This design comes from an exercise in tuning for small area, a short achievable clock period and few clock cycles on the open sky130 flow, not from production work.
No run shown here included a check of the RTL's function; only the layout flow was run.
Power and IR drop assume default switching activity.

`flow/design.v`:
```
`timescale 1ns / 1ps
module binary_to_bcd( input clk_in,
                      input [5:0] game_state,
                      input start,
                      input [23:0] binary_in,
                      output logic [31:0] bcd_out,
                      output logic busy
    );
    logic [31:0] R;
    logic [3:0]  t;                   
    wire rst = (game_state == 6'd1);
    logic [31:0] ld;
    logic [3:0]  t0;
    wire [31:0] ldr0 = {binary_in[19:0], 8'h0, binary_in[23:20]};
    wire [31:0] ldr1 = {binary_in[13:0], 8'h0, binary_in[23:14]};
    wire [31:0] ldr2 = {binary_in[7:0], 8'h0, binary_in[23:8]};
    wire [31:0] ldr3 = {binary_in[1:0], 8'h0, binary_in[23:2]};
    logic [3:0] zr, sel;
    function automatic [4:0] fx(input [3:0] v);
        logic ge10;
        ge10 = v[3] & (v[2] | v[1]);
        fx = {ge10, v[3] & !ge10, ge10 ? v[2] & v[1] : v[2], v[1] ^ ge10, v[0]};
    endfunction
    always_comb begin
        zr[0] = 1'b1;
        zr[1] = (binary_in[23:18] == '0);
        zr[2] = (binary_in[23:12] == '0);
        zr[3] = (binary_in[23:6] == '0);
        for (int i = 0; i < 4; i++)
            sel[i] = zr[i] & (i == 3 || !zr[i + 1]);
        ld = '0;
        t0 = '0;
        ld = ld | ({32{sel[0]}} & {ldr0[31:5], fx(binary_in[23:20])});
        t0 = t0 | ({4{sel[0]}} & 4'd2);
        ld = ld | ({32{sel[1]}} & {ldr1[31:5], fx(binary_in[17:14])});
        t0 = t0 | ({4{sel[1]}} & 4'd5);
        ld = ld | ({32{sel[2]}} & {ldr2[31:5], fx(binary_in[11:8])});
        t0 = t0 | ({4{sel[2]}} & 4'd8);
        ld = ld | ({32{sel[3]}} & {ldr3[31:5], fx(binary_in[5:2])});
        t0 = t0 | ({4{sel[3]}} & 4'd11);
    end
    function automatic [4:0] dd(input [3:0] d, input c);
        logic [3:0] s;
        s[3] = d[3] | d[2] & (d[1] | d[0]);
        s[2] = d[2] & !d[1] & !d[0] | d[3] & d[0];
        s[1] = d[1] & !d[2] | d[1] & d[0] | d[3] & !d[0];
        s[0] = !d[0] & (d[3] | d[2] & d[1]) | d[0] & !d[3] & !d[2];
        dd = {s, c};
    endfunction
    function automatic int thr(input int j);
        case (j)
            0: thr = 0;
            1: thr = 0;
            2: thr = 8;
            3: thr = 8;
            4: thr = 16;
            5: thr = 16;
            6: thr = 20;
            default: thr = 0;
        endcase
    endfunction
    logic [31:0] nxt, blk;
    always_comb begin
        logic [32:0] r;
        logic z;
        nxt = R;
        for (int l = 0; l < 2; l++) begin
            r[0] = nxt[31];
            for (int j = 0; j < 7; j++)
                if (2 * int'(t) + l >= thr(j))
                    r[4*j +: 5] = dd(nxt[4*j +: 4], r[4*j]);
                else
                    r[4*j +: 5] = {nxt[4*j +: 4], r[4*j]};
            r[32:29] = nxt[31:28];
            nxt = r[31:0];
        end
        blk = nxt;
        z = (nxt[31:28] == 4'd0);
        blk[31] = z;
        blk[29] = z;
        for (int j = 6; j >= 1; j--) begin
            z = z & (nxt[4*j +: 4] == 4'd0);
            blk[4*j+3] = nxt[4*j+3] | z;
            blk[4*j+1] = nxt[4*j+1] | z;
        end
    end
    wire last = (t == 4'd11);
    logic run;
    always_ff @(posedge clk_in) begin
        if (rst)       busy <= 1'b0;
        else if (busy) busy <= !last;
        else           busy <= start;
    end
    always_ff @(posedge clk_in) begin
        t <= run ? t + 1'b1 : t0;
        if (rst) begin
            run <= 1'b0;
            R    <= '0;
        end else if (run) begin
            run <= !last;
            R    <= last ? blk : nxt;
        end else if (start) begin
            run <= 1'b1;
            R    <= ld;
        end
    end
    assign bcd_out = R;
endmodule
```
`flow/flow/run.sh`:
```
#!/bin/bash
# Standard ORFS layout, with plain buf_1 cells as the port buffers.
set -euo pipefail
export BUFFER_PORTS_ARGS="-buffer_cell sky130_fd_sc_hd__buf_1"
bash standard.sh > standard_flow.log 2>&1
```
`flow/standard.sh`:
```
#!/bin/bash
# synth_recipe.tcl (not shown) runs the flow's synth.tcl, then flattens the netlist and writes it again
# the make line also repeats each setting of config.mk as NAME=value (left out here)
make -C /OpenROAD-flow-scripts/flow DESIGN_CONFIG=/design/flow/config.mk WORK_HOME=/design/flow/orfs CLKGATE_MAP_FILE= SYNTH_SCRIPT=/design/flow/synth_recipe.tcl "${@:-finish}"
```
`flow/config.mk`:
```
export PLATFORM = sky130hd
export DESIGN_NAME = binary_to_bcd
export DESIGN_NICKNAME = binary_to_bcd
export VERILOG_FILES = /design/flow/design.v
export SDC_FILE = /design/flow/constraint.sdc
export NUM_CORES = 4
export LEC_CHECK = 0
export ABC_AREA = 1
export CAP_MARGIN = 20
export CORE_MARGIN = 2
export CORE_UTILIZATION = 60
export SETUP_SLACK_MARGIN = 3.5
export SLEW_MARGIN = 20
```
`flow/constraint.sdc`:
```
create_clock -name core_clock -period 6.0 [get_ports {clk_in}]
set_input_delay 1.2000 -clock core_clock [delete_from_list [all_inputs] [get_ports {clk_in}]]
set_output_delay 1.2000 -clock core_clock [all_outputs]
set_load 0.01 [all_outputs]
```
==> impl_metrics.ini, run 1 <==
[floorplanning]
initial_utilization = 0.6198
pin_count = 65
die_h_um = 79.19
fp.dieW_um = 79.19
die_area_um2 = 6271
rows = 27
coreArea_um2 = 5473

[yosys]
syn_area_um2 = 3392
yosysTopAreaCell = dfxtp_1
synth_most_common_cell = nand2_1
netlist_top_cells_count = 197 x nand2_1, 73 x inv_1, 70 x nand3_1, 57 x nor2_1
synthArstFlopShare = 0
synth_top_cell_area_share = 0.2243
synth-seq-cells = 38
yosys-top-cells-area = dfxtp_1 22%, nand2_1 22%, nand3_1 10%
ys.flop_type = dfxtp_1
avgSynthCellArea_um2 = 5.588
synth_fp_nets = 641
synth_cell_types = 40
synthCells = 607
synth-edff-count = 0
ys_warn_count = 2
yosysSeqAreaShare = 0.2243

[timing]
timing.slew.headroom = 0.7112
finalSetupViolations = 0
slew_viol_final = 0
min_period_over_period = 0.4101
max_freq_ghz = 0.4064
min_period_ns = 2.461
worst_pin_slew_ns = 0.4302
timing.hold.ws_ns = 0.4853
rsz0062_at_grt = true
fin_setup_tns_ns = 0
clock-skew-final_ns = 0.004559
hold_viol = 0

[worst_setup_path]
start_kind = input pin
r2r_cells = 14
r2r_end = R[5]
cp.arrival_ns = 2.71
worst-setup-path-type = in2reg
required_ns = 6.25
r2r_start = t[3]
startpoint = binary_in[21]
path_max_fanout = 9
cp-end-kind = register
endpoint = R[24]
r2r_setup_slack_ns = 3.68

[drt]
drc = 0
drt_iter0_drc = 382
wl_um = 10300
via_per_inst = 5.791
num_vias = 4297
drt-pass1-iter-count = 5
ant_nets = 0
routedWlPerCell_um = 13.88

[place]
place.gp.congestion = 1.010
place_hpwl_um = 7718
place.port_buffers = 64
placed_cells = 729

[pwr]
switchingPower_mw = 1.291
finalPower_mw = 2.366
seqPwrFrac = 0.248
pwr-share-comb = 0.659
power_density_nw_per_um2 = 611.3
switching_share = 0.5459
ir_worst_vdd_mv = 0.3478
leakagePower_nw = 1.821
p_int_mw = 1.074
power_frac_clock = 0.093

[finish]
final_core_util = 0.7071
nets = 703
register_area_um2 = 764.5
drive_above_1_share = 0.07313
fin_cells = 742
num-fill-cells = 536
multi_input_area_um2 = 2292
n_antenna_cell = 0
areaGrowthSynthToFinish_pct = 14.09

[cts]
path_clk_slew_ns = 0.08
insertion_delay_ns = 0.29
cts_sinks = 38
cts-root-buf = clkbuf_8
numCtsBuffers = 5
tritoncts = yes
ctsHtreeMaxLevel = 2
clock_path_buffers = 2
cts-hold-fix-buffers = 0

[job]
cap_violations = 0

[global_routing]
track_usage = 0.3310
antenna_found_initial = 0
gr-total-overflow = 0
grt_max_degree = 37
grt_pass1_vias = 3720
grt_pass1_wl_um = 16860

[hold_path]
hold_path_class = reg2reg

[run_status]
status = finished clean
## placed cells by master, fill, tap and decap left out, types with 3 or more instances in the layout
master / count
nor2_1: 54
o221ai_1: 3
buf_4: 9
a31oi_1: 16
inv_1: 70
buf_1: 64
clkbuf_8: 5
nand3_1: 69
nand3b_1: 4
o22ai_1: 8
o21ai_0: 22
inv_2: 8
nand2_1: 194
nor2_2: 3
a2bb2oi_1: 3
a21oi_2: 3
o211ai_1: 4
a22oi_1: 8
nand2_2: 5
a21oi_1: 37
nor2_4: 5
o21ai_1: 8
dfxtp_1: 37
## stage by stage
step	setup slack [ns]	area (um^2)
floorplan	3.457	3421
global placement	3.120	3692
detailed placement	3.060	3692
CTS	3.509	3820
global route	3.456	3870
finish	3.539	3870
## critical path: stages
cell and delay [ns]:
buf_1 0.08, or2_1 0.25, inv_2 0.09, nand3_4 0.08
buf_4 0.18, nor2_4 0.24, inv_4 0.09, o21ai_1 0.15
a21oi_1 0.07, o221ai_1 0.16, nand2_1 0.07, inv_1 0.05
## repair_timing
action | 4_1_cts | 5_1_grt
buffers inserted | 2 | 3
pin swaps | 0 | 5
setup endpoints to repair | 20 | 21
hold endpoints to repair | 0 | 0
resized for setup | 2 | 10
## routing by layer
layer  GRT usage  vias to the layer above  share of wire
li1            -                     2134              -
met1      0.4616                     1923           0.45
met2      0.5144                      206           0.44
met3     0.05341                       34          0.079
met4      0.1224                        0          0.030
met5           0                        -              0
## sequential cells by signal, summed over array words and instances, names as in the netlist
signal and count:
run 1, R 32, busy 1, t 4
## power by group through the flow
stage	logic, mW	clock network, mW	registers [mW]
after global placement	1.46	0	0.574
after detailed placement	1.52	0	0.582
after floorplan	1.17	0	0.578
after CTS	1.53	0.221	0.578
final	1.56	0.221	0.586
after global routing	1.78	0.232	0.607
## how the worst min path moves through the flow
stage                     start  cells after the start  slack, ns    to
after floorplan            busy                      1       0.47  busy
after global placement     busy                      1       0.46  busy
after detailed placement   busy                      1       0.47  busy
after CTS                  busy                      1       0.48  busy
after global routing       busy                      1       0.52  busy
final                      busy                      1       0.49  busy
## cells by family (layout without fill, tap and decap cells)
group                      Yosys count  after routing  synth area share
AOI/OAI and AO/OA                  126            126            0.2269
xor gates and xnor gates             2              2          0.005165
adders and majority gates            2              2          0.007376
buffers and inverters               98            161            0.1155
DFF                                 38             38            0.2243
and+or+nand+nor                    341            341            0.4209
## cell type report
cell class / count / area share
clock buffer: 5 / 0.01778
clock inverter: 3 / 0.01035
inverter: 80 / 0.07921
multi-input combinational: 471 / 0.5923
sequential: 38 / 0.1975
tap: 72 / 0.02328
timing repair buffer: 73 / 0.07953
==> run 2: changes to the inputs <==
--- a/flow/design.v
+++ b/flow/design.v
@@ -87,4 +87,9 @@
     wire last = (t == 4'd11);
-    logic run;
+    wire         go   = !rst & busy;
+    wire         hold = !rst & !busy & !start;
+    wire         load = !rst & !busy & start;
+    wire [31:0]  Rn   = ({32{go}} & (last ? blk : nxt)) | ({32{hold}} & R) | ({32{load}} & ld);
     always_ff @(posedge clk_in) begin
+        t <= busy ? t + 1'b1 : t0;
+        R <= Rn;
         if (rst)       busy <= 1'b0;
@@ -93,15 +98,2 @@
     end
-    always_ff @(posedge clk_in) begin
-        t <= run ? t + 1'b1 : t0;
-        if (rst) begin
-            run <= 1'b0;
-            R    <= '0;
-        end else if (run) begin
-            run <= !last;
-            R    <= last ? blk : nxt;
-        end else if (start) begin
-            run <= 1'b1;
-            R    <= ld;
-        end
-    end
     assign bcd_out = R;
==> impl_metrics.ini, run 2 <==
[run_status]
status = finished clean

[cts]
cts-hold-fix-buffers = 0
numCtsBuffers = 5
clock_path_buffers = 2
insertion_delay_ns = 0.29
tritoncts = yes
ctsHtreeMaxLevel = 2
cts-root-buf = clkbuf_8
cts_sinks = 37
path_clk_slew_ns = 0.07

[finish]
nets = 699
final_core_util = 0.7060
fin_cells = 738
largest_reg_flops = 32
reg.largest.list = R x32, t x4, busy x1
final_area_um2 = 3840
areaGrowthSynthToFinish_pct = 15.55
largest-register = R
mostFrequentLayoutCell = nand2_1
drive_above_1_share = 0.07357
n_antenna_cell = 0
num-fill-cells = 513
final_cell_mix = 173 x nand2_1, 85 x inv_1, 64 x nand3_1, 64 x buf_1, 58 x nor2_1

[worst_setup_path]
worst-setup-path-type = in2reg
required_ns = 6.21
r2r_end = R[5]
r2r_start = t[3]
start_kind = input pin
crit_path_max_incr_delay_ns = 0.33
slowest_stage = or2_2
critical_path.cell_chain = buf_1, nor2_1, and3_1, or2_2, nor2_4, buf_4, o21ai_0, o221ai_1
cp-end-kind = register
r2r_setup_slack_ns = 3.82
r2r_cells = 16
path_max_fanout = 14
cp.arrival_ns = 2.58

[pwr]
seqPwrFrac = 0.246
switching_share = 0.5574
switchingPower_mw = 1.208
leakagePower_nw = 1.885
power_frac_clock = 0.078
finalPower_mw = 2.168
power_density_nw_per_um2 = 564.6
p_int_mw = 0.9597
pwr-share-comb = 0.675
ir_worst_vdd_mv = 0.3256

[global_routing]
grt_pass1_vias = 3674
track_usage = 0.3266
gr-total-overflow = 0
grt_max_degree = 23
antenna_found_initial = 0
grt_pass1_wl_um = 16350

[place]
placed_cells = 718
placed_area_um2 = 3602
place_hpwl_um = 7444
place_ws_ns = 2.795
place.gp.congestion = 0.9992
place.port_buffers = 64

[yosys]
synth_cell_types = 38
synth_fp_nets = 630
yosysSeqAreaShare = 0.2229
synthArstFlopShare = 0
ys.flop_type = dfxtp_1
synth_most_common_cell = nand2_1
netlist_top_cells_count = 176 x nand2_1, 90 x inv_1, 65 x nand3_1, 62 x nor2_1, 40 x o21ai_0
synth-edff-count = 0
avgSynthCellArea_um2 = 5.576
syn_area_um2 = 3323
synth-seq-cells = 37
synthCells = 596
synth_top_cell_area_share = 0.2229
yosys-top-cells-area = dfxtp_1 22%, nand2_1 20%, inv_1 10%
ys_warn_count = 2
yosysTopAreaCell = dfxtp_1

[timing]
hold_viol = 0
worst_pin_slew_ns = 0.5443
min_period_ns = 2.370
fin_ws_ns = 3.630
fin_setup_tns_ns = 0
finalSetupViolations = 0
slew_viol_final = 0
clock-skew-final_ns = 0.004617
rsz0062_at_grt = false
min_period_over_period = 0.3951
timing.hold.ws_ns = 0.4965
timing.slew.headroom = 0.6358
max_freq_ghz = 0.4219

[drt]
ant_nets = 0
drt-pass1-iter-count = 7
drc = 0
wl_um = 10220
via_per_inst = 5.717
routedWlPerCell_um = 13.85
drt_iter0_drc = 345
num_vias = 4219

[hold_path]
min_from = R[7]
hold_path_class = reg2reg
min_to = R[7]
whs_path_depth = 2

[floorplanning]
die_area_um2 = 6150
die_h_um = 78.42
fp.dieW_um = 78.42
initial_utilization = 0.6110
coreArea_um2 = 5439
pin_count = 65
rows = 27

[job]
cap_violations = 0
==> run 2: cell count changes after synthesis, sizes merged, moves of 6 or more <==
cell | previous run | this run
a31oi | 16 | 3
o21ai | 31 | 44
nand2 | 200 | 177
o211ai | 4 | 12
a21oi | 40 | 26
o22ai | 8 | 15
o221ai | 4 | 10
inv | 80 | 93
==> run 2: routing by layer <==
| metal | GRT usage | part of all wire | routed length [um] | vias to the layer above |
|---|---|---|---|---|
| met5 | 0 | 0 | 0 | - |
| met4 | 0.09649 | 0.027 | 277 | 0 |
| met3 | 0.05172 | 0.085 | 872 | 28 |
| met2 | 0.5612 | 0.45 | 4601 | 221 |
| met1 | 0.4221 | 0.44 | 4470 | 1878 |
| li1 | - | - | - | 2092 |
==> run 2: power groups by stage <==
stage / Clock (mW) / Sequential, mW / Combinational [mW]
2_1_floorplan: 0 / 0.539 / 1.07
3_3_place_gp: 0 / 0.532 / 1.37
3_5_place_dp: 0 / 0.538 / 1.40
4_1_cts: 0.169 / 0.533 / 1.40
5_1_grt: 0.178 / 0.551 / 1.67
6_report: 0.170 / 0.534 / 1.46
==> run 2: layout make-up <==
| class | count | area [um^2] | share of cell area |
|---|---|---|---|
| timing repair inverter | 1 | 7.507 | 0.001955 |
| clock inverter | 2 | 10.01 | 0.002607 |
| timing repair buffer | 78 | 345.3 | 0.08993 |
| sequential | 37 | 744.5 | 0.1939 |
| multi-input combinational | 449 | 2215 | 0.5767 |
| inverter | 93 | 355.3 | 0.09254 |
| clock buffer | 6 | 72.57 | 0.01890 |
| tap | 72 | 90.09 | 0.02346 |
==> run 2: critical path, delay by kind of cell <==
| kind | cells | cell delay (ns) |
|---|---|---|
| buffers and inverters | 2 | 0.32 |
| AO/OA/AOI/OAI | 2 | 0.25 |
| AND/OR/NAND/NOR | 4 | 0.80 |
==> run 2: cells by family after synthesis <==
family,share of synthesized area
compound gates,0.2263
xor+xnor,0.002636
simple gates,0.4096
fa+ha+maj,0.007529
buf+inv,0.1310
flops,0.2229
==> run 2: worst max-delay path by stage <==
stage / from / to / cells after the start
3_5_place_dp: binary_in[21] / R[3] / 12
5_1_grt: binary_in[21] / R[28] / 11
6_report: game_state[3] / R[31] / 8
3_3_place_gp: binary_in[21] / R[3] / 12
2_1_floorplan: game_state[0] / R[4] / 8
4_1_cts: game_state[3] / R[31] / 8
==> run 2: timing repair <==
item	in CTS	in global routing
pin swaps	1	4
cloned	0	1
resized for setup	7	13
buffers inserted	2	9
setup endpoints to repair	30	26
==> run 3: changes to the inputs <==
--- a/flow/config.mk
+++ b/flow/config.mk
@@ -13 +13,2 @@
 export SLEW_MARGIN = 20
+export TNS_END_PERCENT = 5
==> impl_metrics.ini, run 3 <==
[run_status]
status = finished clean

[cts]
ctsHtreeMaxLevel = 2
numCtsBuffers = 5
tritoncts = yes
insertion_delay_ns = 0.29
cts-root-buf = clkbuf_8
clock_path_buffers = 2
cts_sinks = 37
path_clk_slew_ns = 0.07
cts-hold-fix-buffers = 0

[hold_path]
hold_path_class = reg2reg

[worst_setup_path]
cp.arrival_ns = 2.75
start_kind = input pin
required_ns = 6.23
path_max_fanout = 13
worst-setup-path-type = in2reg
cp-end-kind = register

[global_routing]
grt_pass1_wl_um = 16190
antenna_found_initial = 0
track_usage = 0.3239
gr-total-overflow = 0
grt_pass1_vias = 3645
grt_max_degree = 23

[finish]
reg.largest.list = R x32, t x4, busy x1
areaGrowthSynthToFinish_pct = 14.53
n_antenna_cell = 0
final_cell_mix = 173 x nand2_1, 87 x inv_1, 64 x nand3_1, 64 x buf_1, 59 x nor2_1
mostFrequentLayoutCell = nand2_1
largest_reg_flops = 32
nets = 696
num-fill-cells = 525
drive_above_1_share = 0.06486
largest-register = R
fin_cells = 735

[drt]
ant_nets = 0
drt_iter0_drc = 262
routedWlPerCell_um = 13.48
num_vias = 4172
wl_um = 9910
drc = 0
via_per_inst = 5.676
drt-pass1-iter-count = 5

[timing]
finalSetupViolations = 0
slew_viol_final = 0
max_freq_ghz = 0.3980
min_period_over_period = 0.4187
rsz0062_at_grt = true
fin_setup_tns_ns = 0
fin_ws_ns = 3.488
clock-skew-final_ns = 0.003971
timing.slew.headroom = 0.4853
worst_pin_slew_ns = 0.7712
min_period_ns = 2.512
hold_viol = 0

[yosys]
synth-compound-area-share = 0.2263
synth_top_cell_area_share = 0.2229
yosysSeqAreaShare = 0.2229
ys.flop_type = dfxtp_1
netlist_top_cells_count = 176 x nand2_1, 90 x inv_1, 65 x nand3_1, 62 x nor2_1, 40 x o21ai_0
ys_warn_count = 2
synthCells = 596
syn_area_um2 = 3323
yosysTopAreaCell = dfxtp_1
avgSynthCellArea_um2 = 5.576
synth-edff-count = 0
synth_cell_types = 38
synth_top_family_by_area = simple AND/OR/NAND/NOR gates
synth_fp_nets = 630
synthSimpleGateAreaFrac = 0.4096
synth_most_common_cell = nand2_1
synth-seq-cells = 37
synth-xor-area-share = 0.002636
yosys-top-cells-area = dfxtp_1 22%, nand2_1 20%, inv_1 10%
synthArstFlopShare = 0
synth-adder-area-share = 0.007530
synth_mux_area_frac = 0

[place]
placed_cells = 718
place_ws_ns = 2.795
place_hpwl_um = 7444
place.gp.congestion = 0.9992
place.port_buffers = 64

[floorplanning]
coreArea_um2 = 5439
fp.dieW_um = 78.42
die_area_um2 = 6150
initial_utilization = 0.6110
pin_count = 65
die_h_um = 78.42
rows = 27

[pwr]
power_density_nw_per_um2 = 560.2
ir_worst_vdd_mv = 0.3251
switchingPower_mw = 1.187
seqPwrFrac = 0.253
pwr-share-comb = 0.668
power_frac_clock = 0.079
p_int_mw = 0.9454
switching_share = 0.5566
leakagePower_nw = 1.875
finalPower_mw = 2.132

[job]
cap_violations = 0
## run 3: cell counts after synthesis
No cell type changed its count.
## run 3: per-stage QoR
step                      cell area (um^2)  hold WS (ns)    util
final                                 3806        0.4956  0.6998
after global routing                  3806        0.5327  0.6998
after CTS                             3691        0.5002  0.6786
after detailed placement              3602        0.4896  0.6623
after global placement                3602        0.4778  0.6623
after floorplan                       3353        0.4564       -
## run 3: worst max-delay path: stages
cell and delay [ns]:
buf_1 0.11, inv_2 0.07, nand2_2 0.07, nor3_4 0.21, nand3_4 0.16, buf_4 0.17
nor2_2 0.20, inv_4 0.11, o22ai_1 0.21, nand2_1 0.12, nand3_1 0.10
## run 3: kinds of logic after synthesis
family / Yosys count
fa+ha+maj: 2
buf+inv: 110
flops: 37
compound gates: 123
xor+xnor: 1
simple gates: 323
## run 3: final timing paths
check | start | end | slack (ns) | cells past startpoint
setup / recovery | binary_in[21] | R[19] | 3.49 | 11
hold / removal | R[7] | R[7] | 0.50 | 2
setup reg to reg | t[3] | R[7] | 3.68 | 16
hold reg to reg | R[7] | R[7] | 0.50 | 2
## run 3: cell type report
class,instances,area [um^2],share of cell area
Clock inverter,2,10.01,0.002630
Clock buffer,6,72.57,0.01907
Timing Repair Buffer,76,330.3,0.08679
Tap cell,72,90.09,0.02367
Inverter,93,351.6,0.09237
Sequential cell,37,744.5,0.1956
Multi-Input combinational cell,449,2207,0.5799
## run 3: timing repair
action | 4_1_cts | 5_1_grt
buffers inserted | 0 | 9
gates resized for setup | 2 | 13
setup endpoints to repair | 30 | 32
cloned | 0 | 0
pin swaps | 0 | 4
## run 3: layer usage
metal / part of all wire / global-route usage / wire length [um] / vias to the layer above
met5: 0 / 0 / 0 / -
met4: 0.027 / 0.1018 / 266 / 0
met3: 0.073 / 0.05057 / 723 / 26
met2: 0.45 / 0.5552 / 4415 / 191
met1: 0.45 / 0.4178 / 4503 / 1864
li1: - / - / - / 2091
## run 3: power groups by stage
stage / Sequential (mW) / Clock (mW) / Combinational (mW)
floorplan: 0.539 / 0 / 1.07
global route: 0.558 / 0.178 / 1.63
finish: 0.539 / 0.169 / 1.42
detailed placement: 0.538 / 0 / 1.40
CTS: 0.533 / 0.169 / 1.40
global placement: 0.532 / 0 / 1.37
==> run 4: changes to the inputs <==
--- a/flow/config.mk
+++ b/flow/config.mk
@@ -11,3 +11,3 @@
 export CORE_UTILIZATION = 60
-export SETUP_SLACK_MARGIN = 3.5
+export SETUP_SLACK_MARGIN = 3.8
 export SLEW_MARGIN = 20
==> impl_metrics.ini, run 4 <==
[global_routing]
antenna_found_initial = 0
grt_max_degree = 23
gr-total-overflow = 0
grt_pass1_wl_um = 17280
grt_pass1_vias = 3812
track_usage = 0.3501

[cts]
insertion_delay_ns = 0.30
cts-root-buf = clkbuf_8
path_clk_slew_ns = 0.08
cts-hold-fix-buffers = 0
clock_path_buffers = 2
tritoncts = yes
numCtsBuffers = 5
cts_sinks = 37
ctsHtreeMaxLevel = 2

[job]
cap_violations = 0

[timing]
min_period_ns = 2.459
hold_viol = 0
finalSetupViolations = 0
timing.slew.headroom = 0.6482
max_freq_ghz = 0.4066
fin_setup_tns_ns = 0
min_period_over_period = 0.4099
clock-skew-final_ns = 0.01066
worst_pin_slew_ns = 0.5272
rsz0062_at_grt = true
slew_viol_final = 0

[floorplanning]
die_h_um = 78.42
fp.dieW_um = 78.42
rows = 27
pin_count = 65
initial_utilization = 0.6110
die_area_um2 = 6150
coreArea_um2 = 5439

[worst_setup_path]
start_kind = input pin
r2r_end = R[11]
required_ns = 6.21
cp-end-kind = register
r2r_cells = 14
path_max_fanout = 4
r2r_start = t[2]
worst-setup-path-type = in2reg
r2r_setup_slack_ns = 3.86
cp.arrival_ns = 2.67

[yosys]
ys_warn_count = 2
synth-edff-count = 0
synthCells = 596
synth-seq-cells = 37
syn_area_um2 = 3323
synthArstFlopShare = 0
synth_fp_nets = 630
ys.flop_type = dfxtp_1
synth_top_cell_area_share = 0.2229
avgSynthCellArea_um2 = 5.576
yosys-top-cells-area = dfxtp_1 22%, nand2_1 20%, inv_1 10%
yosysTopAreaCell = dfxtp_1
netlist_top_cells_count = 176 x nand2_1, 90 x inv_1, 65 x nand3_1, 62 x nor2_1, 40 x o21ai_0
synth_cell_types = 38
synth_most_common_cell = nand2_1
yosysSeqAreaShare = 0.2229

[finish]
n_antenna_cell = 0
reg.largest.list = R x32, t x4, busy x1
nets = 715
areaGrowthSynthToFinish_pct = 21.65
drive_above_1_share = 0.1056
largest-register = R
largest_reg_flops = 32
mostFrequentLayoutCell = nand2_1
final_area_um2 = 4043
final_cell_mix = 173 x nand2_1, 86 x inv_1, 64 x nand3_1
num-fill-cells = 488

[drt]
routedWlPerCell_um = 14.54
wl_um = 10960
drt_iter0_drc = 446
drt-pass1-iter-count = 5
via_per_inst = 5.813
drc = 0
ant_nets = 0
num_vias = 4383

[hold_path]
whs_path_depth = 2
min_from = R[7]
min_to = R[7]
hold_path_class = reg2reg

[pwr]
finalPower_mw = 2.226
leakagePower_nw = 1.980
power_density_nw_per_um2 = 550.7
ir_worst_vdd_mv = 0.3232

[place]
place.port_buffers = 64
place_hpwl_um = 7430
placed_area_um2 = 3605
place.gp.congestion = 0.9804

[run_status]
status = finished clean
run 4: cell counts after synthesis:
No cell type changed its count.
run 4: how the worst max path moves through the flow:
stage | to | slack, ns | startpoint | depth (start not counted)
floorplan | R[29] | 3.58 | binary_in[21] | 11
global placement | R[1] | 2.75 | game_state[3] | 7
detailed placement | R[20] | 2.62 | game_state[2] | 7
CTS | R[20] | 3.65 | binary_in[22] | 11
global route | R[1] | 3.51 | binary_in[22] | 12
finish | R[31] | 3.54 | binary_in[16] | 10
run 4: kinds of logic after synthesis:
group / after synthesis / synth area share
xor+xnor: 1 / 0.002636
buf+inv: 110 / 0.1310
compound gates: 123 / 0.2263
flops: 37 / 0.2229
fa+ha+maj: 2 / 0.007529
simple gates: 323 / 0.4096
run 4: what timing repair did:
item,4_1_cts,5_1_grt
endpoints found under the setup margin,36,36
gates cloned,2,0
resized for setup,29,6
pin swaps,10,6
buffers inserted,19,8
run 4: area by class of cell:
class / count / area [um^2] / area share
multi-input combinational: 449 / 2265 / 0.5602
sequential: 37 / 744.5 / 0.1842
timing repair buffer: 93 / 481.7 / 0.1192
inverter: 93 / 360.3 / 0.08914
tap: 72 / 90.09 / 0.02228
clock buffer: 5 / 68.82 / 0.01702
clock inverter: 3 / 17.52 / 0.004333
timing repair inverter: 2 / 15.01 / 0.003714
run 4: worst max-delay path, stage by stage:
cell	delay, ns
buf_1	0.12
nor2_2	0.15
nand4_1	0.17
buf_4	0.19
buf_4	0.12
buf_4	0.13
buf_4	0.12
nor3_1	0.21
o21ai_0	0.15
o221ai_1	0.10
run 4: power by group:
part / internal [mW] / switching (mW)
clock network: 0.0803 / 0.0968
registers: 0.379 / 0.158
logic: 0.517 / 0.996
total: 0.976 / 1.25
run 4: per-stage QoR:
step	setup WS [ns]	utilization	cells	hold WS, ns
2_1_floorplan	3.580	-	596	0.4564
3_3_place_gp	2.755	0.6628	717	0.4753
3_5_place_dp	2.617	0.6628	717	0.4869
4_1_cts	3.649	0.7297	746	0.5057
5_1_grt	3.515	0.7433	754	0.5159
6_report	3.541	0.7433	754	0.4999
run 4: routing by layer:
metal / global-route usage / vias to the layer above / routed length [um]
met1: 0.4395 / 1947 / 4628
met4: 0.1737 / 0 / 505
li1: - / 2138 / -
met3: 0.05517 / 49 / 929
met2: 0.5836 / 249 / 4901
met5: 0 / - / 0
==> run 5: changes to the inputs <==
--- a/flow/config.mk
+++ b/flow/config.mk
@@ -11,4 +11,3 @@
 export CORE_UTILIZATION = 60
-export SETUP_SLACK_MARGIN = 3.8
+export SETUP_SLACK_MARGIN = 3.4
 export SLEW_MARGIN = 20
-export TNS_END_PERCENT = 5
==> impl_metrics.ini, run 5 <==
[floorplanning]
initial_utilization = 0.6110
die_h_um = 78.42
rows = 27
coreArea_um2 = 5439
fp.dieW_um = 78.42
pin_count = 65
die_area_um2 = 6150

[yosys]
synth-seq-cells = 37
synthSimpleGateAreaFrac = 0.4096
ys.flop_type = dfxtp_1
syn_area_um2 = 3323
netlist_top_cells_count = 176 x nand2_1, 90 x inv_1, 65 x nand3_1, 62 x nor2_1, 40 x o21ai_0
synth_top_family_by_area = simple AND/OR/NAND/NOR gates
synth_mux_area_frac = 0
avgSynthCellArea_um2 = 5.576
synth-compound-area-share = 0.2263
synthArstFlopShare = 0
synth_fp_nets = 630
yosysSeqAreaShare = 0.2229
yosys-top-cells-area = dfxtp_1 22%, nand2_1 20%, inv_1 10%
synth_cell_types = 38
synth_top_cell_area_share = 0.2229
synth-edff-count = 0
synth-adder-area-share = 0.007530
synthCells = 596
ys_warn_count = 2
yosysTopAreaCell = dfxtp_1
synth_most_common_cell = nand2_1
synth-xor-area-share = 0.002636

[pwr]
switchingPower_mw = 1.209
finalPower_mw = 2.154
leakagePower_nw = 1.847
switching_share = 0.5613
ir_worst_vdd_mv = 0.3566
power_frac_clock = 0.080
seqPwrFrac = 0.251
power_density_nw_per_um2 = 573.1
pwr-share-comb = 0.669
p_int_mw = 0.9450

[worst_setup_path]
slowest_stage = nor3_1
cp-end-kind = register
path_max_fanout = 8
required_ns = 6.21
crit_path_max_incr_delay_ns = 0.18
critical_path.cell_chain = buf_1, inv_1, nand2_1, nor3_1, nand3_2, buf_4, nor2_2, inv_2, buf_4, o22ai_1, nand2_1, o211ai_1
r2r_setup_slack_ns = 3.64
start_kind = input pin
worst-setup-path-type = in2reg
cp.arrival_ns = 2.71

[timing]
timing.hold.ws_ns = 0.4930
fin_ws_ns = 3.494
fin_setup_tns_ns = 0
max_freq_ghz = 0.3990
slew_viol_final = 0
min_period_over_period = 0.4177
rsz0062_at_grt = true
hold_viol = 0
worst_pin_slew_ns = 0.8238
min_period_ns = 2.506
clock-skew-final_ns = 0.004851
timing.slew.headroom = 0.4502
finalSetupViolations = 0

[global_routing]
grt_pass1_vias = 3632
grt_pass1_wl_um = 16530
antenna_found_initial = 0
grt_max_degree = 23
gr-total-overflow = 0
track_usage = 0.3345

[finish]
final_cell_mix = 175 x nand2_1, 88 x inv_1, 64 x nand3_1, 64 x buf_1, 59 x nor2_1
reg.largest.list = R x32, t x4, busy x1
mostFrequentLayoutCell = nand2_1
n_antenna_cell = 0
largest-register = R
drive_above_1_share = 0.05598
nets = 694
largest_reg_flops = 32
areaGrowthSynthToFinish_pct = 13.10
fin_cells = 733

[drt]
wl_um = 10190
routedWlPerCell_um = 13.90
drc = 0
via_per_inst = 5.694
num_vias = 4174
drt-pass1-iter-count = 5
ant_nets = 0
drt_iter0_drc = 353

[cts]
cts-hold-fix-buffers = 0
ctsHtreeMaxLevel = 2
path_clk_slew_ns = 0.07
clock_path_buffers = 2
cts-root-buf = clkbuf_8
numCtsBuffers = 5
tritoncts = yes
cts_sinks = 37
insertion_delay_ns = 0.29

[place]
placed_cells = 718
place.gp.congestion = 0.9636
place_ws_ns = 2.748
place_hpwl_um = 7721
place.port_buffers = 64

[run_status]
status = finished clean

[job]
cap_violations = 0

[hold_path]
hold_path_class = reg2reg
[run 5: worst paths after layout]
kind,start,cells past startpoint,to
max,binary_in[21],12,R[22]
min,R[7],2,R[7]
max reg2reg,t[3],14,R[9]
min reg2reg,R[7],2,R[7]
[run 5: what timing repair did]
item | 4_1_cts | 5_1_grt
setup endpoints to repair | 27 | 21
pin swaps | 1 | 1
setup buffers | 4 | 3
gates resized for setup | 4 | 6
[run 5: cell families (layout without fill, tap and decap cells)]
logic type | count (synthesis) | after routing
xor gates and xnor gates | 1 | 1
buffers and inverters | 110 | 175
DFF | 37 | 37
and+or+nand+nor | 323 | 323
AOI/OAI and AO/OA | 123 | 123
adders and majority gates | 2 | 2
[run 5: critical path, delay by kind of cell]
kind | cells | cell delay (ns)
compound gates | 2 | 0.19
buf+inv | 5 | 0.63
simple gates | 5 | 0.68
[run 5: metal layers]
metal / GRT usage / vias up / part of all wire
li1: - / 2092 / -
met1: 0.4475 / 1842 / 0.44
met2: 0.5483 / 218 / 0.45
met3: 0.05402 / 22 / 0.090
met4: 0.1140 / 0 / 0.021
met5: 0 / - / 0
[run 5: power by group through the flow]
stage / Clock, mW / Combinational, mW / Sequential [mW]
6_report: 0.173 / 1.44 / 0.540
5_1_grt: 0.181 / 1.65 / 0.560
4_1_cts: 0.171 / 1.42 / 0.536
3_5_place_dp: 0 / 1.41 / 0.539
3_3_place_gp: 0 / 1.37 / 0.532
2_1_floorplan: 0 / 1.06 / 0.539
[run 5: cell type report]
class | instances | area (um^2)
sequential | 37 | 744.5
fill | 562 | 1680
clock buffer | 6 | 72.57
timing repair buffer | 74 | 315.3
inverter | 93 | 352.8
clock inverter | 2 | 10.01
tap | 72 | 90.09
multi-input combinational | 449 | 2173
[run 5: through the flow]
stage               cell area (um^2)    util
finish                          3759  0.6911
global route                    3759  0.6911
CTS                             3714  0.6828
detailed placement              3592  0.6605
global placement                3592  0.6605
floorplan                       3326       -
==> run 6: changes to the inputs <==
--- a/flow/config.mk
+++ b/flow/config.mk
@@ -11,3 +11,3 @@
 export CORE_UTILIZATION = 60
-export SETUP_SLACK_MARGIN = 3.4
+export SETUP_SLACK_MARGIN = 3.6
 export SLEW_MARGIN = 20
==> impl_metrics.ini, run 6 <==
[run_status]
status = finished clean

[finish]
areaGrowthSynthToFinish_pct = 19.01
final_cell_mix = 173 x nand2_1, 86 x inv_1, 64 x nand3_1, 64 x buf_1, 57 x nor2_1
mostFrequentLayoutCell = nand2_1
largest-register = R
reg.largest.list = R x32, t x4, busy x1
largest_reg_flops = 32
drive_above_1_share = 0.09333
n_antenna_cell = 0
final_area_um2 = 3955
nets = 708

[place]
place.gp.congestion = 0.9806
placed_area_um2 = 3605
place.port_buffers = 64
place_hpwl_um = 7405

[global_routing]
grt_pass1_wl_um = 16680
grt_pass1_vias = 3687
gr-total-overflow = 0
track_usage = 0.3354
grt_most_used_layer = met2
antenna_found_initial = 0
grtUsageMet3 = 0.07931
grt_max_degree = 23
use_met2 = 0.5181
grtUsageMet1 = 0.4460

[yosys]
synth-xor-area-share = 0.002636
yosys-top-cells-area = dfxtp_1 22%, nand2_1 20%, inv_1 10%
synth_top_family_by_area = simple AND/OR/NAND/NOR gates
avgSynthCellArea_um2 = 5.576
synthSimpleGateAreaFrac = 0.4096
synthCells = 596
netlist_top_cells_count = 176 x nand2_1, 90 x inv_1, 65 x nand3_1, 62 x nor2_1, 40 x o21ai_0
synth_cell_types = 38
synth-seq-cells = 37
synth_most_common_cell = nand2_1
synth-adder-area-share = 0.007530
ys_warn_count = 2
synthArstFlopShare = 0
syn_area_um2 = 3323
synth-edff-count = 0
synth_mux_area_frac = 0
synth_top_cell_area_share = 0.2229
yosysSeqAreaShare = 0.2229
synth-compound-area-share = 0.2263
synth_fp_nets = 630
yosysTopAreaCell = dfxtp_1
ys.flop_type = dfxtp_1

[timing]
max_freq_ghz = 0.4233
rsz0062_at_grt = true
worst_pin_slew_ns = 0.5210
timing.slew.headroom = 0.6523
hold_viol = 0
finalSetupViolations = 0
min_period_ns = 2.362
fin_setup_tns_ns = 0
slew_viol_final = 0
min_period_over_period = 0.3937
clock-skew-final_ns = 0.005116

[floorplanning]
fp.dieW_um = 78.42
coreArea_um2 = 5439
die_h_um = 78.42
pin_count = 65
initial_utilization = 0.6110
die_area_um2 = 6150
rows = 27

[pwr]
leakagePower_nw = 1.945
ir_worst_vdd_mv = 0.3201
power_density_nw_per_um2 = 564.5

[cts]
cts-hold-fix-buffers = 0
ctsHtreeMaxLevel = 2
clock_path_buffers = 2
numCtsBuffers = 5
cts_sinks = 37
insertion_delay_ns = 0.30
tritoncts = yes
path_clk_slew_ns = 0.08
cts-root-buf = clkbuf_8

[drt]
drt_iter0_drc = 351
drc = 0
routedWlPerCell_um = 14.01
wl_um = 10470
ant_nets = 0
drt-pass1-iter-count = 6
num_vias = 4339
via_per_inst = 5.809

[worst_setup_path]
path_max_fanout = 13
cp.arrival_ns = 2.51
critical_path.cell_chain = buf_1, inv_2, nand2_2, nor3_4, nand3_4, nor2_4, nor2_4, inv_4, nor2_1, o21ai_1, o221ai_1
required_ns = 6.15
r2r_setup_slack_ns = 3.80
start_kind = input pin
slowest_stage = nor2_4
cp-end-kind = register
worst-setup-path-type = in2reg
crit_path_frequent_cell = nor2_4
crit_path_max_incr_delay_ns = 0.22

[hold_path]
hold_path_class = reg2reg

[job]
cap_violations = 0
run 6: cell counts after synthesis:
Identical to the previous run, type by type.
run 6: repair_timing:
action | 4_1_cts | 5_1_grt
gates resized for setup | 15 | 15
pin swaps | 3 | 8
setup endpoints to repair | 32 | 32
endpoints found under the hold margin | 0 | 0
gates cloned | 1 | 0
buffers inserted | 6 | 15
run 6: area by class of cell:
| class | instances | area, um^2 |
|---|---|---|
| multi-input combinational | 449 | 2253 |
| fill | 507 | 1484 |
| sequential | 37 | 745.7 |
| timing repair buffer | 87 | 414.1 |
| inverter | 93 | 357.8 |
| tap | 72 | 90.09 |
| clock buffer | 5 | 68.82 |
| clock inverter | 3 | 17.52 |
| timing repair inverter | 1 | 7.507 |
run 6: kinds of logic after synthesis:
family	after synthesis
simple gates	323
compound gates	123
flops	37
fa+ha+maj	2
buf+inv	110
xor+xnor	1
run 6: final timing paths:
path	start	end	cells after the start
setup / recovery	binary_in[21]	R[29]	11
hold / removal	R[7]	R[7]	2
hold reg to reg	R[7]	R[7]	2
setup reg to reg	t[3]	R[11]	15
run 6: critical path, delay by kind of cell:
family                 cells  cell delay, ns
and+or+nand+nor            6            0.71
buffers and inverters      3            0.31
AOI/OAI and AO/OA          2            0.28
run 6: power by group:
group | switching, mW | total [mW] | internal [mW] | leakage [nW]
Combinational | 0.993 | 1.52 | 0.530 | 1.59
Sequential | 0.154 | 0.534 | 0.379 | 0.311
Clock | 0.0958 | 0.176 | 0.0802 | 0.0439
Total | 1.24 | 2.23 | 0.989 | 1.95
run 6: metal layers:
metal	wire length (um)	vias up	share of wire
met2	4688	229	0.45
li1	-	2127	-
met1	4511	1948	0.43
met3	925	35	0.088
met4	342	0	0.033
met5	0	-	0
run 6: per-stage QoR:
step | setup WS (ns) | total power, mW | hold WS, ns | util | cells
finish | 3.638 | 2.232 | 0.5050 | 0.7272 | 747
global route | 3.555 | 2.464 | 0.5368 | 0.7272 | 747
CTS | 3.609 | 2.143 | 0.5052 | 0.6970 | 732
detailed placement | 2.588 | 1.938 | 0.4914 | 0.6628 | 717
global placement | 2.746 | 1.892 | 0.4748 | 0.6628 | 717
floorplan | 3.580 | 1.605 | 0.4564 | - | 596
==> run 7: changes to the inputs <==
--- a/flow/config.mk
+++ b/flow/config.mk
@@ -11,3 +11,4 @@
 export CORE_UTILIZATION = 60
-export SETUP_SLACK_MARGIN = 3.6
+export PLACE_DENSITY = 0.75
+export SETUP_SLACK_MARGIN = 3.5
 export SLEW_MARGIN = 20
==> impl_metrics.ini, run 7 <==
[worst_setup_path]
r2r_cells = 15
cp.arrival_ns = 2.63
r2r_end = R[7]
cp-end-kind = register
crit_path_frequent_cell = nor2_1
critical-path-top-delay-family = buffers and inverters
endpoint = R[28]
slowest_stage = or2_2
start_kind = input pin
crit_path_max_incr_delay_ns = 0.29
crit_cells = 10
r2r_setup_slack_ns = 3.82
worst-setup-path-type = in2reg
path_max_fanout = 13
startpoint = game_state[0]
required_ns = 6.20
crit_buf_inv = 5
r2r_start = t[3]
critical_path.cell_chain = buf_1, inv_1, nor2_1, and3_1, or2_2, nor2_1, buf_6, clkinvlp_4, buf_4, o221ai_1

[yosys]
synth_top_cell_area_share = 0.2229
ys.flop_type = dfxtp_1
synthArstFlopShare = 0
synth_mux_area_frac = 0
synth-adder-area-share = 0.007530
synth-seq-cells = 37
synth_top_family_by_area = simple AND/OR/NAND/NOR gates
synth-xor-area-share = 0.002636
ys_warn_count = 2
yosysSeqAreaShare = 0.2229
synth-edff-count = 0
netlist_top_cells_count = 176 x nand2_1, 90 x inv_1, 65 x nand3_1, 62 x nor2_1, 40 x o21ai_0
synthCells = 596
synth_most_common_cell = nand2_1
avgSynthCellArea_um2 = 5.576
synth_cell_types = 38
yosys-top-cells-area = dfxtp_1 22%, nand2_1 20%, inv_1 10%
synth_fp_nets = 630
synth-compound-area-share = 0.2263
yosysTopAreaCell = dfxtp_1
synthSimpleGateAreaFrac = 0.4096
syn_area_um2 = 3323

[finish]
mostFrequentLayoutCell = nand2_1
largest_reg_flops = 32
register_area_um2 = 744.5
final_area_um2 = 3857
fin_cells = 738
reg.largest.list = R x32, t x4, busy x1
final_cell_mix = 173 x nand2_1, 86 x inv_1, 64 x nand3_1, 64 x buf_1, 60 x nor2_1
largest-register = R
num-fill-cells = 507
multi_input_area_um2 = 2225
n_antenna_cell = 0
areaGrowthSynthToFinish_pct = 16.08
nets = 700
drive_above_1_share = 0.07207

[timing]
slew_viol_final = 0
hold_viol = 0
timing.slew.headroom = 0.6515
min_period_over_period = 0.4041
min_period_ns = 2.425
worst_pin_slew_ns = 0.5208
clock-skew-final_ns = 0.004626
max_freq_ghz = 0.4124
finalSetupViolations = 0
fin_setup_tns_ns = 0
rsz0062_at_grt = true

[pwr]
pwr-share-comb = 0.675
p_int_mw = 0.9705
ir_worst_vdd_mv = 0.3614
power_density_nw_per_um2 = 568.6
leakagePower_nw = 1.895
switchingPower_mw = 1.223
power_frac_clock = 0.082
switching_share = 0.5575
finalPower_mw = 2.193
seqPwrFrac = 0.243

[drt]
routedWlPerCell_um = 14.16
num_vias = 4273
wl_um = 10450
drc = 0
drt_iter0_drc = 327
via_per_inst = 5.790
drt-pass1-iter-count = 5
ant_nets = 0

[cts]
numCtsBuffers = 5
path_clk_slew_ns = 0.07
insertion_delay_ns = 0.29
cts_sinks = 37
tritoncts = yes
clock_path_buffers = 2
cts-root-buf = clkbuf_8
ctsHtreeMaxLevel = 2

[job]
cap_violations = 0

[place]
place.port_buffers = 64
place.gp.congestion = 0.9964
place_hpwl_um = 7483
placed_cells = 718
placed_area_um2 = 3602

[floorplanning]
fp.dieW_um = 78.42
die_h_um = 78.42
rows = 27
pin_count = 65
initial_utilization = 0.6110
coreArea_um2 = 5439
die_area_um2 = 6150

[global_routing]
grt_max_degree = 26
track_usage = 0.3341
gr-total-overflow = 0
grt_pass1_wl_um = 16590
grt_pass1_vias = 3694
antenna_found_initial = 0

[hold_path]
whs_path_depth = 2
hold_path_class = reg2reg

[run_status]
status = finished clean
-- run 7: cell counts after synthesis --
No cell type changed its count.
-- run 7: kinds of logic after synthesis --
group	Yosys count
xor+xnor	1
compound gates	123
fa+ha+maj	2
flops	37
simple gates	323
buf+inv	110
-- run 7: layout make-up --
type / instances / share of cell area
Sequential cell: 37 / 0.1930
Timing Repair inverter: 1 / 0.001946
Timing Repair Buffer: 78 / 0.09050
Inverter: 93 / 0.09212
Clock buffer: 7 / 0.02238
Multi-Input combinational cell: 450 / 0.5767
Tap cell: 72 / 0.02335
-- run 7: timing repair --
| action | 4_1_cts | 5_1_grt |
|---|---|---|
| endpoints found under the setup margin | 31 | 28 |
| pin swaps | 1 | 3 |
| gates cloned | 1 | 1 |
| hold buffers | 0 | 0 |
| resized for setup | 6 | 13 |
| setup buffers | 5 | 6 |
| endpoints found under the hold margin | 0 | 0 |
-- run 7: routing by layer --
layer  routed length (um)  up-vias  global-route usage
met2                 4595      239              0.5371
met5                    0        -                   0
met3                  909       34             0.04713
met1                 4615     1891              0.4505
met4                  329        0              0.1368
li1                     -     2109                   -
-- run 7: worst min-delay path, cell delays in order, from the launching register on --
cell	delay, ns
dfxtp_1	0.34
nand2_1	0.07
nand2_1	0.04
-- run 7: worst min-delay path by stage --
stage | slack, ns | to | start
floorplan | 0.46 | t[0] | t[0]
global placement | 0.48 | R[7] | R[7]
detailed placement | 0.48 | R[7] | R[7]
CTS | 0.49 | R[7] | R[7]
global route | 0.53 | R[7] | R[7]
finish | 0.49 | R[7] | R[7]
-- run 7: power groups by stage --
| stage | combinational (mW) | clock (mW) | sequential [mW] |
|---|---|---|---|
| final | 1.48 | 0.180 | 0.533 |
| after global routing | 1.67 | 0.186 | 0.552 |
| after CTS | 1.43 | 0.179 | 0.533 |
| after detailed placement | 1.41 | 0 | 0.537 |
| after global placement | 1.37 | 0 | 0.531 |
| after floorplan | 1.07 | 0 | 0.539 |
-- run 7: through the flow --
| step | worst slack [ns] | hold WS, ns | util |
|---|---|---|---|
| after floorplan | 3.515 | 0.4564 | - |
| after global placement | 2.885 | 0.4772 | 0.6623 |
| after detailed placement | 2.741 | 0.4807 | 0.6623 |
| after CTS | 3.522 | 0.4939 | 0.6906 |
| after global routing | 3.483 | 0.5265 | 0.7092 |
| final | 3.575 | 0.4911 | 0.7092 |
==> run 8: changes to the inputs <==
--- a/flow/config.mk
+++ b/flow/config.mk
@@ -8,7 +8,6 @@
 export ABC_AREA = 1
-export CAP_MARGIN = 20
+export CAP_MARGIN = 5
 export CORE_MARGIN = 2
 export CORE_UTILIZATION = 60
-export PLACE_DENSITY = 0.75
 export SETUP_SLACK_MARGIN = 3.5
-export SLEW_MARGIN = 20
+export SLEW_MARGIN = 5
==> impl_metrics.ini, run 8 <==
[timing]
min_period_ns = 2.370
rsz0062_at_grt = false
slew_viol_final = 0
timing.slew.headroom = 0.6358
clock-skew-final_ns = 0.004617
finalSetupViolations = 0
fin_ws_ns = 3.630
max_freq_ghz = 0.4219
worst_pin_slew_ns = 0.5443
min_period_over_period = 0.3951
hold_viol = 0
fin_setup_tns_ns = 0

[yosys]
ys_warn_count = 2
synth_most_common_cell = nand2_1
synth-seq-cells = 37
yosysTopAreaCell = dfxtp_1
synth-edff-count = 0
ys.flop_type = dfxtp_1
syn_area_um2 = 3323
netlist_top_cells_count = 176 x nand2_1, 90 x inv_1, 65 x nand3_1, 62 x nor2_1, 40 x o21ai_0
yosysSeqAreaShare = 0.2229
yosys-top-cells-area = dfxtp_1 22%, nand2_1 20%, inv_1 10%
synth_cell_types = 38
avgSynthCellArea_um2 = 5.576
synthCells = 596
synth_fp_nets = 630
synthArstFlopShare = 0
synth_top_cell_area_share = 0.2229

[floorplanning]
die_area_um2 = 6150
pin_count = 65
die_h_um = 78.42
rows = 27
coreArea_um2 = 5439
fp.dieW_um = 78.42
initial_utilization = 0.6110

[drt]
drt_iter0_drc = 345
ant_nets = 0
drc = 0
routedWlPerCell_um = 13.85
num_vias = 4219
via_per_inst = 5.717
drt-pass1-iter-count = 7
wl_um = 10220

[pwr]
p_int_mw = 0.9597
switching_share = 0.5574
power_frac_clock = 0.078
leakagePower_nw = 1.885
switchingPower_mw = 1.208
ir_worst_vdd_mv = 0.3256
pwr-share-comb = 0.675
seqPwrFrac = 0.246
power_density_nw_per_um2 = 564.6

[finish]
drive_above_1_share = 0.07357
n_antenna_cell = 0
num-fill-cells = 513
reg.largest.list = R x32, t x4, busy x1
largest_reg_flops = 32
final_cell_mix = 173 x nand2_1, 85 x inv_1, 64 x nand3_1, 64 x buf_1, 58 x nor2_1
nets = 699
mostFrequentLayoutCell = nand2_1
largest-register = R
areaGrowthSynthToFinish_pct = 15.55

[global_routing]
use_met2 = 0.5612
grt_max_degree = 23
grt_pass1_vias = 3674
grtUsageMet1 = 0.4221
track_usage = 0.3266
grtUsageMet3 = 0.05172
antenna_found_initial = 0
grt_pass1_wl_um = 16350
gr-total-overflow = 0
grt_most_used_layer = met2

[worst_setup_path]
required_ns = 6.21
cp.arrival_ns = 2.58
cp-end-kind = register
path_max_fanout = 14
start_kind = input pin
worst-setup-path-type = in2reg

[place]
place_hpwl_um = 7444
place.gp.congestion = 0.9992
place.port_buffers = 64
place_ws_ns = 2.795

[cts]
insertion_delay_ns = 0.29
path_clk_slew_ns = 0.07
cts-root-buf = clkbuf_8
clock_path_buffers = 2
numCtsBuffers = 5
cts_sinks = 37
ctsHtreeMaxLevel = 2
cts-hold-fix-buffers = 0
tritoncts = yes

[job]
cap_violations = 0

[hold_path]
hold_path_class = reg2reg

[run_status]
status = finished clean
==> run 8: cell counts after synthesis <==
Identical to the previous run, type by type.
==> run 8: worst paths after layout <==
check                      from     to  slack [ns]  cells past startpoint
setup / recovery  game_state[3]  R[31]        3.63                      8
hold / removal             R[7]   R[7]        0.50                      2
setup reg to reg           t[3]   R[5]        3.82                     16
hold reg to reg            R[7]   R[7]        0.50                      2
==> run 8: through the flow <==
| step | hold slack (ns) | power (mW) | utilization | instance area (um^2) | instances |
|---|---|---|---|---|---|
| final | 0.4965 | 2.168 | 0.7060 | 3840 | 738 |
| after global routing | 0.5327 | 2.395 | 0.7060 | 3840 | 738 |
| after CTS | 0.5002 | 2.106 | 0.6851 | 3726 | 728 |
| after detailed placement | 0.4896 | 1.935 | 0.6623 | 3602 | 718 |
| after global placement | 0.4778 | 1.901 | 0.6623 | 3602 | 718 |
| after floorplan | 0.4564 | 1.604 | - | 3353 | 596 |
==> run 8: cell families after synthesis <==
family	count (synthesis)	share of synthesized area
and+or+nand+nor	323	0.4096
AOI/OAI and AO/OA	123	0.2263
DFF	37	0.2229
adders and majority gates	2	0.007529
buffers and inverters	110	0.1310
xor gates and xnor gates	1	0.002636
==> run 8: metal layers <==
layer | vias up | routed length [um]
li1 | 2092 | -
met1 | 1878 | 4470
met2 | 221 | 4601
met3 | 28 | 872
met4 | 0 | 277
met5 | - | 0
==> run 8: power by group through the flow <==
stage	logic (mW)	clock network (mW)	registers (mW)
floorplan	1.07	0	0.539
global placement	1.37	0	0.532
detailed placement	1.40	0	0.538
CTS	1.40	0.169	0.533
global route	1.67	0.178	0.551
finish	1.46	0.170	0.534
==> run 8: worst max-delay path, stage by stage <==
cell	delay, ns
buf_1	0.07
nor2_1	0.04
and3_1	0.19
or2_2	0.33
nor2_4	0.24
buf_4	0.25
o21ai_0	0.15
o221ai_1	0.10
==> run 8: layout make-up <==
type                       instances  area (um^2)  share of cell area
clock buffer                       6        72.57             0.01890
clock inverter                     2        10.01            0.002607
inverter                          93        355.3             0.09254
multi-input combinational        449         2215              0.5767
sequential                        37        744.5              0.1939
tap                               72        90.09             0.02346
timing repair buffer              78        345.3             0.08993
timing repair inverter             1        7.507            0.001955
==> run 8: timing repair <==
item                                   in CTS  in global routing
pin swaps                                   1                  4
setup endpoints to repair                  30                 26
setup buffers                               2                  9
gates resized for setup                     7                 13
endpoints found under the hold margin       0                  0
gates cloned                                0                  1
==> run 9: changes to the inputs <==
--- a/flow/config.mk
+++ b/flow/config.mk
@@ -8,3 +8,3 @@
 export ABC_AREA = 1
-export CAP_MARGIN = 5
+export CAP_MARGIN = 50
 export CORE_MARGIN = 2
@@ -12,2 +12,2 @@
 export SETUP_SLACK_MARGIN = 3.5
-export SLEW_MARGIN = 5
+export SLEW_MARGIN = 50
==> impl_metrics.ini, run 9 <==
[run_status]
status = finished clean

[global_routing]
track_usage = 0.3266
gr-total-overflow = 0
antenna_found_initial = 0
grt_pass1_wl_um = 16350
grt_pass1_vias = 3674
grt_max_degree = 23

[timing]
rsz0062_at_grt = true
timing.slew.headroom = 0.6502
worst_pin_slew_ns = 0.5228
hold_viol = 0
fin_setup_tns_ns = 0
slew_viol_final = 0
timing.hold.ws_ns = 0.4963
max_freq_ghz = 0.4140
clock-skew-final_ns = 0.007030
min_period_ns = 2.415
finalSetupViolations = 0
min_period_over_period = 0.4025

[floorplanning]
initial_utilization = 0.6110
coreArea_um2 = 5439
rows = 27
die_area_um2 = 6150
die_h_um = 78.42
fp.dieW_um = 78.42
pin_count = 65

[drt]
drt-pass1-iter-count = 6
drt_iter0_drc = 281
num_vias = 4255
met1_length_um = 4433
top_layer_used = met4
wl_met2_um = 4622
routedWlPerCell_um = 13.70
drc = 0
routed-wl-met3_um = 862
ant_nets = 0
wl_um = 10100
via_per_inst = 5.773

[worst_setup_path]
r2r_setup_slack_ns = 3.81
cp.arrival_ns = 2.57
worst-setup-path-type = in2reg
startpoint = binary_in[21]
cp-end-kind = register
path_max_fanout = 13
start_kind = input pin
required_ns = 6.15
r2r_start = t[3]

[yosys]
synth_most_common_cell = nand2_1
synthArstFlopShare = 0
ys.flop_type = dfxtp_1
syn_area_um2 = 3323
synth_cell_types = 38
synthCells = 596
yosys-top-cells-area = dfxtp_1 22%, nand2_1 20%, inv_1 10%
yosysSeqAreaShare = 0.2229
synth-edff-count = 0
synth_fp_nets = 630
synth-seq-cells = 37
synth_top_cell_area_share = 0.2229
yosysTopAreaCell = dfxtp_1
netlist_top_cells_count = 176 x nand2_1, 90 x inv_1, 65 x nand3_1, 62 x nor2_1, 40 x o21ai_0
avgSynthCellArea_um2 = 5.576
ys_warn_count = 2

[finish]
num-fill-cells = 519
largest-register = R
fin_cells = 737
nets = 698
drive_above_1_share = 0.06917
multi_input_area_um2 = 2212
mostFrequentLayoutCell = nand2_1
register_area_um2 = 744.5
final_cell_mix = 173 x nand2_1, 86 x inv_1, 64 x nand3_1, 64 x buf_1, 59 x nor2_1
largest_reg_flops = 32
final_core_util = 0.7042
reg.largest.list = R x32, t x4, busy x1
n_antenna_cell = 0
areaGrowthSynthToFinish_pct = 15.25

[pwr]
power_density_nw_per_um2 = 563.7
leakagePower_nw = 1.885
ir_worst_vdd_mv = 0.3254

[cts]
cts-root-buf = clkbuf_8
clock_path_buffers = 2
numCtsBuffers = 5
cts_sinks = 37
tritoncts = yes
ctsHtreeMaxLevel = 2
path_clk_slew_ns = 0.08
insertion_delay_ns = 0.29

[place]
place.gp.congestion = 0.9992
place_hpwl_um = 7444
placed_cells = 718
place.port_buffers = 64

[hold_path]
hold_path_class = reg2reg
min_from = R[7]

[job]
cap_violations = 0
run 9: cell counts after synthesis:
No cell type changed its count.
run 9: what timing repair did:
item | in CTS | in global routing
gates cloned | 0 | 1
buffers inserted | 2 | 7
pin swaps | 1 | 4
hold buffers | 0 | 0
resized for setup | 7 | 10
setup endpoints to repair | 30 | 27
run 9: where the power goes:
part	internal (mW)	leakage, nW	total, mW	switching (mW)
Combinational	0.498	1.53	1.45	0.956
Clock	0.0806	0.0450	0.171	0.0908
Sequential	0.379	0.311	0.533	0.155
run 9: worst max-delay path, cell delays in order:
cell	delay [ns]
buf_1	0.11
inv_2	0.07
nand2_2	0.08
nor3_4	0.21
nand3_4	0.15
inv_1	0.32
o22ai_1	0.14
o21ai_1	0.17
o221ai_1	0.12
run 9: metrics by stage:
| step | worst slack, ns | power [mW] | instance area, um^2 |
|---|---|---|---|
| 6_report | 3.585 | 2.159 | 3830 |
| 5_1_grt | 3.456 | 2.385 | 3830 |
| 4_1_cts | 3.527 | 2.106 | 3726 |
| 3_5_place_dp | 2.795 | 1.935 | 3602 |
| 3_3_place_gp | 2.940 | 1.901 | 3602 |
| 2_1_floorplan | 3.515 | 1.604 | 3353 |
run 9: worst paths after layout:
path | cells past startpoint | end
setup reg to reg | 16 | R[7]
hold reg to reg | 2 | R[7]
hold / removal | 2 | R[7]
setup / recovery | 9 | R[29]
run 9: layout make-up:
cell class,count,area share
multi-input combinational,449,0.5776
sequential,37,0.1944
inverter,93,0.09180
timing repair buffer,77,0.08919
tap,72,0.02352
clock buffer,6,0.01895
clock inverter,2,0.002614
timing repair inverter,1,0.001960
run 9: routing by layer:
metal | up-vias | global-route usage
met4 | 0 | 0.09649
met3 | 22 | 0.05172
met5 | - | 0
met2 | 224 | 0.5612
li1 | 2090 | -
met1 | 1919 | 0.4221
run 9: cells by family (layout without fill, tap and decap cells):
group / after synthesis / after routing / share of synthesized area
AO/OA/AOI/OAI: 123 / 123 / 0.2263
XOR/XNOR: 1 / 1 / 0.002636
adder cells (fa/ha/maj): 2 / 2 / 0.007529
buffers and inverters: 110 / 179 / 0.1310
flip-flops: 37 / 37 / 0.2229
AND/OR/NAND/NOR: 323 / 323 / 0.4096
==> run 10: changes to the inputs <==
--- a/flow/config.mk
+++ b/flow/config.mk
@@ -8,6 +8,7 @@
 export ABC_AREA = 1
-export CAP_MARGIN = 50
+export CAP_MARGIN = 20
 export CORE_MARGIN = 2
 export CORE_UTILIZATION = 60
+export CTS_BUF_LIST = sky130_fd_sc_hd__clkbuf_2 sky130_fd_sc_hd__clkbuf_4 sky130_fd_sc_hd__clkbuf_8
 export SETUP_SLACK_MARGIN = 3.5
-export SLEW_MARGIN = 50
+export SLEW_MARGIN = 20
==> impl_metrics.ini, run 10 <==
[run_status]
status = finished clean

[global_routing]
grtUsageMet1 = 0.4238
track_usage = 0.3272
gr-total-overflow = 0
grt_max_degree = 23
grt_pass1_vias = 3678
antenna_found_initial = 0
grt_pass1_wl_um = 16370
grt_most_used_layer = met2
grtUsageMet3 = 0.05172
use_met2 = 0.5612

[finish]
final_cell_mix = 173 x nand2_1, 85 x inv_1, 64 x nand3_1, 64 x buf_1, 58 x nor2_1
largest_reg_flops = 32
final_area_um2 = 3844
final_core_util = 0.7067
largest-register = R
drive_above_1_share = 0.07508
reg.largest.list = R x32, t x4, busy x1
mostFrequentLayoutCell = nand2_1
areaGrowthSynthToFinish_pct = 15.66
n_antenna_cell = 0
nets = 699

[drt]
wl_um = 10220
num_vias = 4218
via_per_inst = 5.715
routedWlPerCell_um = 13.85
drt-pass1-iter-count = 5
drt_iter0_drc = 353
drc = 0
ant_nets = 0

[yosys]
synth_cell_types = 38
ys.flop_type = dfxtp_1
avgSynthCellArea_um2 = 5.576
synth-edff-count = 0
synth-seq-cells = 37
syn_area_um2 = 3323
ys_warn_count = 2
synthArstFlopShare = 0
yosys-top-cells-area = dfxtp_1 22%, nand2_1 20%, inv_1 10%
synthCells = 596
yosysSeqAreaShare = 0.2229
yosysTopAreaCell = dfxtp_1
netlist_top_cells_count = 176 x nand2_1, 90 x inv_1, 65 x nand3_1, 62 x nor2_1, 40 x o21ai_0
synth_top_cell_area_share = 0.2229
synth_most_common_cell = nand2_1
synth_fp_nets = 630

[cts]
cts-root-buf = clkbuf_8
clock_path_buffers = 2
path_clk_slew_ns = 0.07
cts-hold-fix-buffers = 0
tritoncts = yes
numCtsBuffers = 5
ctsHtreeMaxLevel = 2
insertion_delay_ns = 0.28
cts_sinks = 37

[pwr]
finalPower_mw = 2.169
leakagePower_nw = 1.888
ir_worst_vdd_mv = 0.3247
power_density_nw_per_um2 = 564.2

[worst_setup_path]
required_ns = 6.20
critical_path.cell_chain = buf_1, nor2_1, and3_1, or2_2, nor2_4, buf_4, o21ai_0, o221ai_1
worst-setup-path-type = in2reg
r2r_cells = 16
crit_path_max_incr_delay_ns = 0.33
cp-end-kind = register
path_max_fanout = 14
slowest_stage = or2_2
cp.arrival_ns = 2.59
start_kind = input pin

[timing]
hold_viol = 0
rsz0062_at_grt = false
finalSetupViolations = 0
worst_pin_slew_ns = 0.5363
min_period_ns = 2.384
clock-skew-final_ns = 0.002789
timing.slew.headroom = 0.6411
fin_setup_tns_ns = 0
slew_viol_final = 0
max_freq_ghz = 0.4195
fin_ws_ns = 3.616
min_period_over_period = 0.3973

[hold_path]
hold_path_class = reg2reg
whs_path_depth = 2

[place]
place.port_buffers = 64
place_ws_ns = 2.795
place_hpwl_um = 7444
place.gp.congestion = 0.9992
placed_area_um2 = 3602

[floorplanning]
initial_utilization = 0.6110
pin_count = 65
fp.dieW_um = 78.42
rows = 27
coreArea_um2 = 5439
die_area_um2 = 6150
die_h_um = 78.42

[job]
cap_violations = 0
-- run 10: layer usage --
metal / part of all wire / vias to the layer above
li1: - / 2094
met1: 0.44 / 1873
met2: 0.45 / 227
met3: 0.086 / 24
met4: 0.022 / 0
met5: 0 / -
-- run 10: path summary, 6_finish.rpt --
check | start | endpoint | slack, ns
worst max register to register | t[3] | R[5] | 3.81
worst max-delay path | game_state[3] | R[31] | 3.62
worst min-delay path | R[7] | R[7] | 0.50
worst min register to register | R[7] | R[7] | 0.50
-- run 10: timing repair --
action / 4_1_cts / 5_1_grt
pin swaps: 1 / 4
cloned: 0 / 1
setup buffers: 2 / 9
gates resized for setup: 7 / 13
endpoints found under the setup margin: 30 / 26
-- run 10: critical path: cells and delay by family --
kind | cells | cell delay [ns]
AOI/OAI and AO/OA | 2 | 0.26
and+or+nand+nor | 4 | 0.80
buffers and inverters | 2 | 0.32
-- run 10: area by class of cell --
| class | instances | area (um^2) |
|---|---|---|
| sequential | 37 | 744.5 |
| clock inverter | 2 | 10.01 |
| inverter | 93 | 355.3 |
| multi-input combinational | 449 | 2215 |
| fill | 512 | 1595 |
| clock buffer | 6 | 76.32 |
| tap | 72 | 90.09 |
| timing repair inverter | 1 | 7.507 |
| timing repair buffer | 78 | 345.3 |
-- run 10: power by group --
| group | total (mW) | leakage (nW) | switching (mW) | internal (mW) |
|---|---|---|---|---|
| clock | 0.173 | 0.0484 | 0.0875 | 0.0850 |
| combinational | 1.46 | 1.53 | 0.963 | 0.500 |
| sequential | 0.533 | 0.311 | 0.154 | 0.379 |
-- run 10: cells by family after synthesis --
group,share of synthesized area
and+or+nand+nor,0.4096
AOI/OAI and AO/OA,0.2263
buffers and inverters,0.1310
DFF,0.2229
adders and majority gates,0.007529
xor gates and xnor gates,0.002636
-- run 10: metrics by stage --
stage | hold WS, ns | cells
6_report | 0.4975 | 738
5_1_grt | 0.5329 | 738
4_1_cts | 0.5004 | 728
3_5_place_dp | 0.4896 | 718
3_3_place_gp | 0.4778 | 718
2_1_floorplan | 0.4564 | 596

static timing again, ports no longer ideal:
Ports are ideal in the flow. The routed layouts listed here were re-timed in OpenROAD. Step 1 assumes that a clkbuf_16 drives the clock port and a buf_2 every other input. Step 2 also shifts input and output timing later by t, the mid clock arrival at the registers, as if the neighbouring blocks saw the same clock. a / b / c = ideal ports / drivers / drivers and shift; a / b = the first two.
run | shift t [ns] | setup slack, ns | clock arrival spread, ns
run 1 | 0.322 | 3.539 / 3.550 / 3.228 | 0.005 / 0.004
run 2 | 0.319 | 3.630 / 3.637 / 3.319 | 0.004 / 0.005
run 3 | 0.319 | 3.488 / 3.500 / 3.181 | 0.004 / 0.004
run 4 | 0.321 | 3.541 / 3.535 / 3.214 | 0.010 / 0.010
run 5 | 0.318 | 3.494 / 3.500 / 3.182 | 0.005 / 0.005
run 6 | 0.323 | 3.638 / 3.646 / 3.323 | 0.005 / 0.005
run 7 | 0.319 | 3.575 / 3.582 / 3.264 | 0.005 / 0.005
run 8 | 0.319 | 3.630 / 3.637 / 3.319 | 0.004 / 0.005
run 9 | 0.318 | 3.585 / 3.596 / 3.279 | 0.007 / 0.007
run 10 | 0.314 | 3.616 / 3.623 / 3.309 | 0.003 / 0.003
After both steps every run listed still meets setup and hold. The setup slack of run 4, which loses most, moves by -0.006 ns with the drivers and by -0.327 ns with both steps.
